Context: an optimization exercise on an open-source flow, tuned for small area. The choices shown serve that exercise and are no tape-out recipe.
RTL that was checked went through simulation tests only; none was proved equivalent to the original.

## the previous run
==> flow/design.v <==
module shift_fifo #(
    parameter DEPTH = 16,
    parameter EXTRA = 1
) (
    input  logic                        clk,
    input  logic                        rst,
    input  logic                        wr_en,   
    input  logic                        rd_en,   
    input  logic [7:0]                  wdata,
    output logic [8*(DEPTH+EXTRA)-1:0]  mem,
    output logic [$clog2(DEPTH+1)-1:0]  count
);
  always_ff @(posedge clk) begin
    if (wr_en) mem <= {mem[8*(DEPTH+EXTRA)-9:0], wdata};
  end
  localparam CW = $clog2(DEPTH + 1);
  logic up, dn;
  logic [CW-1:0] all1, all0;
  assign up = wr_en && !rd_en;
  assign dn = rd_en && !wr_en;
  always_comb begin
    all1[0] = 1'b1;
    all0[0] = 1'b1;
    for (int i = 1; i < CW; i++) begin
      all1[i] = all1[i-1] & count[i-1];
      all0[i] = all0[i-1] & !count[i-1];
    end
  end
  always_ff @(posedge clk) begin
    if (rst) count <= '0;
    else count <= count ^ ((all1 & {CW{up}}) | (all0 & {CW{dn}}));
  end
endmodule
module uart_tx (
    input  logic        clk_i,
    input  logic        rst_ni,
    input  logic [15:0] baud_div_i,
    input  logic        tx_we_i,    
    input  logic        tx_en_i,
    input  logic [ 7:0] din_i,
    output logic        empty_o,
    output logic        full_o,
    output logic        tx_bit_o
);
  function automatic logic [7:0] mux16(input logic [127:0] m, input logic [3:0] s);
    logic [63:0] l1;
    logic [31:0] l2;
    logic [15:0] l3;
    for (int i = 0; i < 8; i++) l1[8*i+:8] = s[0] ? m[16*i+8+:8] : m[16*i+:8];
    for (int i = 0; i < 4; i++) l2[8*i+:8] = s[1] ? l1[16*i+8+:8] : l1[16*i+:8];
    for (int i = 0; i < 2; i++) l3[8*i+:8] = s[2] ? l2[16*i+8+:8] : l2[16*i+:8];
    mux16 = s[3] ? l3[15:8] : l3[7:0];
  endfunction
  localparam logic [3:0] P_STOP = 4'b0000, P_IDLE = 4'b0001, P_START = 4'b0111;
  logic [  3:0] phase;
  logic [ 15:0] baud_counter;
  logic [135:0] mem;
  logic [  4:0] count;
  logic         tick, go, pop, push;
  logic [ 16:0] bc_inc;
  logic [  7:0] cur;
  assign empty_o = (count == 5'd0);
  assign full_o  = count[4];
  logic [16:0] carry;
  always_comb begin
    carry[0] = 1'b1;
    for (int i = 0; i < 16; i++) begin
      bc_inc[i]  = baud_counter[i] ^ carry[i];
      carry[i+1] = baud_counter[i] & carry[i];
    end
    bc_inc[16] = carry[16];
  end
  assign tick   = (bc_inc == {1'b0, baud_div_i});
  assign go     = tx_en_i && !empty_o;
  assign pop    = go && (phase == P_IDLE || (phase == P_STOP && tick));
  assign push   = tx_we_i && !full_o;
  shift_fifo #(
      .DEPTH(16),
      .EXTRA(1)
  ) tx_buffer (
      .clk  (clk_i),
      .rst  (!rst_ni),
      .wr_en(push),
      .rd_en(pop),
      .wdata(din_i),
      .mem  (mem),
      .count(count)
  );
  assign cur = count[4] ? mem[135:128] : mux16(mem[127:0], count[3:0]);
  always_comb begin
    if (phase[3]) tx_bit_o = cur[phase[2:0]];
    else tx_bit_o = (phase != P_START);
  end
  always_ff @(posedge clk_i or negedge rst_ni) begin
    if (!rst_ni) begin
      phase <= P_IDLE;
    end else begin
      if (phase == P_IDLE) begin
        if (go) phase <= P_START;
      end else if (tick) begin
        if (phase == P_STOP) phase <= go ? P_START : P_IDLE;
        else phase <= phase ^ {&phase[2:0], &phase[1:0], phase[0], 1'b1};
      end
    end
  end
  always_ff @(posedge clk_i) begin
    if (phase == P_IDLE || tick) baud_counter <= '0;
    else baud_counter <= bc_inc[15:0];
  end
endmodule
module uart_rx (
    input  logic        clk_i,
    input  logic        rst_ni,
    input  logic [15:0] baud_div_i,
    input  logic        rx_re_i,    
    input  logic        rx_en_i,
    input  logic        rx_bit_i,
    output logic [ 7:0] dout_o,     
    output logic        full_o,
    output logic        empty_o
);
  function automatic logic [7:0] mux16(input logic [127:0] m, input logic [3:0] s);
    logic [63:0] l1;
    logic [31:0] l2;
    logic [15:0] l3;
    for (int i = 0; i < 8; i++) l1[8*i+:8] = s[0] ? m[16*i+8+:8] : m[16*i+:8];
    for (int i = 0; i < 4; i++) l2[8*i+:8] = s[1] ? l1[16*i+8+:8] : l1[16*i+:8];
    for (int i = 0; i < 2; i++) l3[8*i+:8] = s[2] ? l2[16*i+8+:8] : l2[16*i+:8];
    mux16 = s[3] ? l3[15:8] : l3[7:0];
  endfunction
  localparam logic [3:0] P_STOP = 4'b0000, P_IDLE = 4'b0001, P_START = 4'b0111;
  logic [  3:0] phase;
  logic [ 15:0] baud_counter;
  logic [  7:0] shift;
  logic [127:0] mem;
  logic [  4:0] count;
  logic         mid_tick, end_tick, rx_we;
  logic [15:0] bc_inc;
  logic [16:0] carry;
  always_comb begin
    carry[0] = 1'b1;
    for (int i = 0; i < 16; i++) begin
      bc_inc[i]  = baud_counter[i] ^ carry[i];
      carry[i+1] = baud_counter[i] & carry[i];
    end
  end
  assign mid_tick = (baud_counter == {1'b0, baud_div_i[15:1]});
  assign end_tick = (baud_counter == baud_div_i);
  assign empty_o = (count == 5'd0);
  assign full_o  = count[4];
  assign rx_we   = (phase == P_STOP) && end_tick && !full_o;
  shift_fifo #(
      .DEPTH(16),
      .EXTRA(0)
  ) rx_buffer (
      .clk  (clk_i),
      .rst  (!rst_ni),
      .wr_en(rx_we),
      .rd_en(rx_re_i),
      .wdata(shift),
      .mem  (mem),
      .count(count)
  );
  assign dout_o = mux16(mem, count[3:0]);
  always_ff @(posedge clk_i or negedge rst_ni) begin
    if (!rst_ni) begin
      phase <= P_IDLE;
    end else begin
      if (phase == P_IDLE) begin
        if (rx_en_i && !rx_bit_i && !full_o) phase <= P_START;
      end else if (mid_tick) begin
        if (phase == P_START) phase <= rx_bit_i ? P_IDLE : 4'b1000;
        else if (phase == P_STOP) begin
          if (rx_bit_i) phase <= P_IDLE;
        end else phase <= phase ^ {&phase[2:0], &phase[1:0], phase[0], 1'b1};
      end
    end
  end
  always_ff @(posedge clk_i) begin
    if (phase == P_IDLE || end_tick) baud_counter <= '0;
    else baud_counter <= bc_inc;
  end
  always_ff @(posedge clk_i) begin
    if (phase[3] && mid_tick) shift <= {rx_bit_i, shift[7:1]};
  end
endmodule
module uart #(
    parameter DATA_WIDTH = 8,
    parameter FIFO_DEPTH = 16
) (
    input  logic        clk_i,
    input  logic        rst_ni,
    input  logic        stb_i,
    input  logic [ 1:0] adr_i,
    input  logic [ 3:0] byte_sel_i,
    input  logic        we_i,
    input  logic [31:0] dat_i,
    output logic [31:0] dat_o,
    input  logic        uart_rx_i,
    output logic        uart_tx_o
);
  logic [15:0] baud_div_reg;
  logic        tx_en_reg, rx_en_reg;
  logic        tx_full, tx_empty, rx_full, rx_empty;
  logic [ 7:0] rx_byte;
  logic [ 1:0] rd_adr;   
  logic [ 3:0] status_q;   
  uart_tx uart_tx_inst (
      .clk_i     (clk_i),
      .rst_ni    (rst_ni),
      .baud_div_i(baud_div_reg),
      .tx_we_i   (stb_i && we_i && adr_i == 2'd3),
      .tx_en_i   (tx_en_reg),
      .din_i     (dat_i[7:0]),
      .empty_o   (tx_empty),
      .full_o    (tx_full),
      .tx_bit_o  (uart_tx_o)
  );
  uart_rx uart_rx_inst (
      .clk_i     (clk_i),
      .rst_ni    (rst_ni),
      .baud_div_i(baud_div_reg),
      .rx_re_i   (stb_i && !we_i && adr_i == 2'd3 && !rx_empty),
      .rx_en_i   (rx_en_reg),
      .rx_bit_i  (uart_rx_i),
      .dout_o    (rx_byte),
      .full_o    (rx_full),
      .empty_o   (rx_empty)
  );
  always_ff @(posedge clk_i) begin
    if (!rst_ni) begin
      baud_div_reg <= 16'd0;
      tx_en_reg    <= 1'b0;
      rx_en_reg    <= 1'b0;
    end else if (stb_i && we_i) begin
      if (adr_i == 2'd0 && (byte_sel_i[0] || byte_sel_i[1])) baud_div_reg <= dat_i[15:0];
      if (adr_i == 2'd1 && byte_sel_i[0]) begin
        tx_en_reg <= dat_i[0];
        rx_en_reg <= dat_i[1];
      end
    end
  end
  always_ff @(posedge clk_i) begin
    rd_adr   <= adr_i;
    status_q <= {rx_empty, rx_full, tx_empty, tx_full};
  end
  always_comb begin
    dat_o = '0;
    unique case (rd_adr)
      2'd0: dat_o[15:0] = baud_div_reg;
      2'd1: dat_o[1:0] = {rx_en_reg, tx_en_reg};
      2'd2: dat_o[3:0] = status_q;
      2'd3: if (!status_q[3]) dat_o[7:0] = rx_byte;
    endcase
  end
endmodule
clock: 10.0 ns
lec_check: 0
cap_margin: 20
core_margin: 2
core_utilization: 40
place_density: 0.6
slew_margin: 20
standard.sh (not shown) runs the stock make flow with config.mk's settings and CLKGATE_MAP_FILE= SYNTH_SCRIPT=/design/flow/synth_recipe.tcl, a recipe that flattens the netlist after the stock synthesis.
==> flow/flow/run.sh <==
#!/bin/bash
# Standard layout with two changes: clock tree without dummy loads, and
# port buffers of the smallest buffer cell.
set -euo pipefail
export CTS_ARGS="-sink_clustering_enable -repair_clock_nets -dont_use_dummy_load -buf_list sky130_fd_sc_hd__clkbuf_8 -sink_clustering_size 20 -sink_clustering_max_diameter 40"
export BUFFER_PORTS_ARGS="-buffer_cell sky130_fd_sc_hd__buf_1"
bash standard.sh > standard.log 2>&1
The previous run finished every stage and its layout cleared the timing, design-rule and antenna checks.
Edits applied to the flow inputs when going from the previous run to the current run:
--- a/flow/design.v
+++ b/flow/design.v
@@ -10,28 +10,16 @@
     output logic [8*(DEPTH+EXTRA)-1:0]  mem,
     output logic [$clog2(DEPTH+1)-1:0]  count
 );
   always_ff @(posedge clk) begin
     if (wr_en) mem <= {mem[8*(DEPTH+EXTRA)-9:0], wdata};
   end
-  localparam CW = $clog2(DEPTH + 1);
-  logic up, dn;
-  logic [CW-1:0] all1, all0;
-  assign up = wr_en && !rd_en;
-  assign dn = rd_en && !wr_en;
-  always_comb begin
-    all1[0] = 1'b1;
-    all0[0] = 1'b1;
-    for (int i = 1; i < CW; i++) begin
-      all1[i] = all1[i-1] & count[i-1];
-      all0[i] = all0[i-1] & !count[i-1];
-    end
-  end
   always_ff @(posedge clk) begin
     if (rst) count <= '0;
-    else count <= count ^ ((all1 & {CW{up}}) | (all0 & {CW{dn}}));
+    else if (wr_en && !rd_en) count <= count + 1'b1;
+    else if (!wr_en && rd_en) count <= count - 1'b1;
   end
 endmodule
 module uart_tx (
     input  logic        clk_i,
     input  logic        rst_ni,
     input  logic [15:0] baud_div_i,
@@ -58,21 +46,13 @@
   logic [  4:0] count;
   logic         tick, go, pop, push;
   logic [ 16:0] bc_inc;
   logic [  7:0] cur;
   assign empty_o = (count == 5'd0);
   assign full_o  = count[4];
-  logic [16:0] carry;
-  always_comb begin
-    carry[0] = 1'b1;
-    for (int i = 0; i < 16; i++) begin
-      bc_inc[i]  = baud_counter[i] ^ carry[i];
-      carry[i+1] = baud_counter[i] & carry[i];
-    end
-    bc_inc[16] = carry[16];
-  end
+  assign bc_inc = {1'b0, baud_counter} + 17'd1;
   assign tick   = (bc_inc == {1'b0, baud_div_i});
   assign go     = tx_en_i && !empty_o;
   assign pop    = go && (phase == P_IDLE || (phase == P_STOP && tick));
   assign push   = tx_we_i && !full_o;
   shift_fifo #(
       .DEPTH(16),
@@ -96,13 +76,13 @@
       phase <= P_IDLE;
     end else begin
       if (phase == P_IDLE) begin
         if (go) phase <= P_START;
       end else if (tick) begin
         if (phase == P_STOP) phase <= go ? P_START : P_IDLE;
-        else phase <= phase ^ {&phase[2:0], &phase[1:0], phase[0], 1'b1};
+        else phase <= phase + 4'd1;
       end
     end
   end
   always_ff @(posedge clk_i) begin
     if (phase == P_IDLE || tick) baud_counter <= '0;
     else baud_counter <= bc_inc[15:0];
@@ -132,21 +112,12 @@
   logic [  3:0] phase;
   logic [ 15:0] baud_counter;
   logic [  7:0] shift;
   logic [127:0] mem;
   logic [  4:0] count;
   logic         mid_tick, end_tick, rx_we;
-  logic [15:0] bc_inc;
-  logic [16:0] carry;
-  always_comb begin
-    carry[0] = 1'b1;
-    for (int i = 0; i < 16; i++) begin
-      bc_inc[i]  = baud_counter[i] ^ carry[i];
-      carry[i+1] = baud_counter[i] & carry[i];
-    end
-  end
   assign mid_tick = (baud_counter == {1'b0, baud_div_i[15:1]});
   assign end_tick = (baud_counter == baud_div_i);
   assign empty_o = (count == 5'd0);
   assign full_o  = count[4];
   assign rx_we   = (phase == P_STOP) && end_tick && !full_o;
   shift_fifo #(
@@ -169,19 +140,19 @@
       if (phase == P_IDLE) begin
         if (rx_en_i && !rx_bit_i && !full_o) phase <= P_START;
       end else if (mid_tick) begin
         if (phase == P_START) phase <= rx_bit_i ? P_IDLE : 4'b1000;
         else if (phase == P_STOP) begin
           if (rx_bit_i) phase <= P_IDLE;
-        end else phase <= phase ^ {&phase[2:0], &phase[1:0], phase[0], 1'b1};
+        end else phase <= phase + 4'd1;
       end
     end
   end
   always_ff @(posedge clk_i) begin
     if (phase == P_IDLE || end_tick) baud_counter <= '0;
-    else baud_counter <= bc_inc;
+    else baud_counter <= baud_counter + 16'd1;
   end
   always_ff @(posedge clk_i) begin
     if (phase[3] && mid_tick) shift <= {rx_bit_i, shift[7:1]};
   end
 endmodule
 module uart #(
[summary]
- Looking at setup slack, the current run sits 160 ps above the previous run.
- Data arrival time of the critical path: the current run < the previous run
- Non-clock buffer count went up by a few percent going from the previous run to the current run.
- Final-stage net count (lower): the previous run
- Looking at cell type of the slowest stage on the worst timing path, the sky130_fd_sc_hd__nor3_1 result is from the previous run; the sky130_fd_sc_hd__dfxtp_2 one comes from the current run.
- The current run vs the previous run, routed length on met1 went up by 1300 um.
- Critical path depth on the current run is down relative to the previous run.
- Going from the previous run to the current run, the final routed wirelength across all metal layers was found to have gone up by about 10%.
No functional check of the RTL was part of the previous run.

==> separate check: timing with driven ports <==
Ports are ideal in the flow. The routed layouts listed here were re-timed in OpenROAD.
Step 1 (the two cells are an assumption about what drives the block):
set clk [get_ports {clk_i}]
set_driving_cell -lib_cell sky130_fd_sc_hd__clkbuf_16 $clk
set_driving_cell -lib_cell sky130_fd_sc_hd__buf_2 [delete_from_list [all_inputs] $clk]
Step 2 also shifts input and output timing later by t, the mid clock arrival at the registers, as if the neighbouring blocks saw the same clock.
a / b / c = no drivers / after step 1 / after step 2; a / b = the first two.
run	t (ns)	slack for setup (ns)	worst setup path after step 2
the previous run	0.594	4.487 / 4.487 / 4.487	register to register
the current run	0.611	4.646 / 4.598 / 4.991	input to register
After both steps setup and hold are still met in every run listed.
